This is an optimization exercise on Yosys and OpenROAD, whose aim is small area and a short achievable clock period, not a production implementation. At most, simulation tests tie the RTL to the original design; equivalence was not proved.

==> run X <==
// sig_altmult_add
module sig_altmult_add
(
	input signed [15:0] dataa, datab, datac, datad,
	input 		clock, aclr,
	output reg 	[32:0] result
);
  reg [15:0] a_r, c_r;
  reg [7:0] m0_one_r, m0_two_r, m0_neg_r, m1_one_r, m1_two_r, m1_neg_r;
  reg [85:0] t_r;
  reg [32:0] s_r;
  reg v1, v2;
  wire [7:0] one0, two0, neg0;
  wire [7:0] one1, two1, neg1;
  wire m0_pp0_0;
  wire m0_pp0_1;
  wire m0_pp0_2;
  wire m0_pp0_3;
  wire m0_pp0_4;
  wire m0_pp0_5;
  wire m0_pp0_6;
  wire m0_pp0_7;
  wire m0_pp0_8;
  wire m0_pp0_9;
  wire m0_pp0_10;
  wire m0_pp0_11;
  wire m0_pp0_12;
  wire m0_pp0_13;
  wire m0_pp0_14;
  wire m0_pp0_15;
  wire m0_pp0_16;
  wire m0_pp1_0;
  wire m0_pp1_1;
  wire m0_pp1_2;
  wire m0_pp1_3;
  wire m0_pp1_4;
  wire m0_pp1_5;
  wire m0_pp1_6;
  wire m0_pp1_7;
  wire m0_pp1_8;
  wire m0_pp1_9;
  wire m0_pp1_10;
  wire m0_pp1_11;
  wire m0_pp1_12;
  wire m0_pp1_13;
  wire m0_pp1_14;
  wire m0_pp1_15;
  wire m0_pp1_16;
  wire m0_pp2_0;
  wire m0_pp2_1;
  wire m0_pp2_2;
  wire m0_pp2_3;
  wire m0_pp2_4;
  wire m0_pp2_5;
  wire m0_pp2_6;
  wire m0_pp2_7;
  wire m0_pp2_8;
  wire m0_pp2_9;
  wire m0_pp2_10;
  wire m0_pp2_11;
  wire m0_pp2_12;
  wire m0_pp2_13;
  wire m0_pp2_14;
  wire m0_pp2_15;
  wire m0_pp2_16;
  wire m0_pp3_0;
  wire m0_pp3_1;
  wire m0_pp3_2;
  wire m0_pp3_3;
  wire m0_pp3_4;
  wire m0_pp3_5;
  wire m0_pp3_6;
  wire m0_pp3_7;
  wire m0_pp3_8;
  wire m0_pp3_9;
  wire m0_pp3_10;
  wire m0_pp3_11;
  wire m0_pp3_12;
  wire m0_pp3_13;
  wire m0_pp3_14;
  wire m0_pp3_15;
  wire m0_pp3_16;
  wire m0_pp4_0;
  wire m0_pp4_1;
  wire m0_pp4_2;
  wire m0_pp4_3;
  wire m0_pp4_4;
  wire m0_pp4_5;
  wire m0_pp4_6;
  wire m0_pp4_7;
  wire m0_pp4_8;
  wire m0_pp4_9;
  wire m0_pp4_10;
  wire m0_pp4_11;
  wire m0_pp4_12;
  wire m0_pp4_13;
  wire m0_pp4_14;
  wire m0_pp4_15;
  wire m0_pp4_16;
  wire m0_pp5_0;
  wire m0_pp5_1;
  wire m0_pp5_2;
  wire m0_pp5_3;
  wire m0_pp5_4;
  wire m0_pp5_5;
  wire m0_pp5_6;
  wire m0_pp5_7;
  wire m0_pp5_8;
  wire m0_pp5_9;
  wire m0_pp5_10;
  wire m0_pp5_11;
  wire m0_pp5_12;
  wire m0_pp5_13;
  wire m0_pp5_14;
  wire m0_pp5_15;
  wire m0_pp5_16;
  wire m0_pp6_0;
  wire m0_pp6_1;
  ...
Settings: LEC_CHECK=0, CAP_MARGIN=20, CORE_MARGIN=2, CORE_UTILIZATION=40, CTS_BUF_LIST=sky130_fd_sc_hd__clkbuf_16, CTS_CLUSTER_DIAMETER=100, CTS_CLUSTER_SIZE=28, SETUP_SLACK_MARGIN=3.95, SLEW_MARGIN=20; clock period 7.0 ns.
standard.sh (not shown) runs the stock make flow with config.mk's settings and CLKGATE_MAP_FILE= SYNTH_SCRIPT=/design/flow/synth_recipe.tcl, a recipe that flattens the netlist after the stock synthesis.
==> flow/flow/run.sh <==
#!/bin/bash
set -uo pipefail
here=$(pwd)
bash standard.sh "SYNTH_ARGS=-noabc" \
  "BUFFER_PORTS_ARGS=-buffer_cell sky130_fd_sc_hd__buf_1" \
  "POST_FLOORPLAN_TCL=$here/flow/upsize.tcl" finish > run_make.log 2>&1
status=$?
tail -20 run_make.log
exit $status
==> flow/flow/upsize.tcl <==
foreach inst [get_cells -quiet {a_r* c_r* m0_* m1_*}] {
  if {[get_property [get_lib_cells -of_objects $inst] name] == "sky130_fd_sc_hd__dfxtp_1"} {
    replace_cell $inst sky130_fd_sc_hd__dfxtp_4
  }
}
==> run B (differences from run X) <==
--- a/flow/design.v
+++ b/flow/design.v
@@ -6,11 +6,11 @@
 );
   reg [15:0] a_r, c_r;
   reg [7:0] m0_one_r, m0_two_r, m0_neg_r, m1_one_r, m1_two_r, m1_neg_r;
   reg [85:0] t_r;
   reg [32:0] s_r;
-  reg v1, v2;
+  reg v1, v2, v3;
   wire [7:0] one0, two0, neg0;
   wire [7:0] one1, two1, neg1;
   wire m0_pp0_0;
   wire m0_pp0_1;
   wire m0_pp0_2;
@@ -1775,19 +1775,20 @@
     t_r[81] <= s419;
     t_r[82] <= s177;
     t_r[83] <= c292;
     t_r[84] <= c420;
     t_r[85] <= c178;
+    s_r <= sum;
   end
   always @(posedge clock or posedge aclr) begin
     if (aclr) begin
       v1 <= 1'b0;
       v2 <= 1'b0;
-      s_r <= {33{1'b0}};
+      v3 <= 1'b0;
     end else begin
       v1 <= 1'b1;
       v2 <= v1;
-      s_r <= v2 ? sum : {33{1'b0}};
+      v3 <= v2;
     end
   end
-  always @* result = s_r;
+  always @* result = s_r & {33{v3}};
 endmodule
==> results.cfg <==
[clock_tree]
cts.sinks = 202

[layout]
regArea_um2 = 4370
buffers = 105

[yosys]
synth_simple_gate_area_share_pct = 5.14
synth_fp_nets = 1895

[outcome]
status = finished clean
The numbers above come from run B.

==> results.cfg <==
[outcome]
status = finished clean

[yosys]
ys_seq_area_share_pct = 25.3
synth_simple_gate_area_share_pct = 4.72
synth_fp_nets = 1901

[clock_tree]
cts.sinks = 201

[layout]
regArea_um2 = 4500
buffers = 103
The numbers above come from run X.

No functional check of the RTL was part of run B.

afterwards: timing with drivers on the ports:
Ports are ideal in the flow. The routed layouts listed here were re-timed in OpenROAD. Step 1: set_driving_cell puts a clkbuf_16 on clock and a buf_2 on each other input, an assumption about the parent block. Step 2 also shifts input and output timing later by t, the mid clock arrival at the registers, as if the neighbouring blocks saw the same clock. Three values: ideal ports, drivers, drivers and shift; two values: the first two.
run	t (ns)	slack for setup (ns)	worst data-port slew with drivers (ns)
run X	0.549	3.988 / 3.988 / 3.988	0.05
run B	0.546	4.007 / 4.007 / 4.007	0.05
After both steps setup and hold are still met in every run listed.
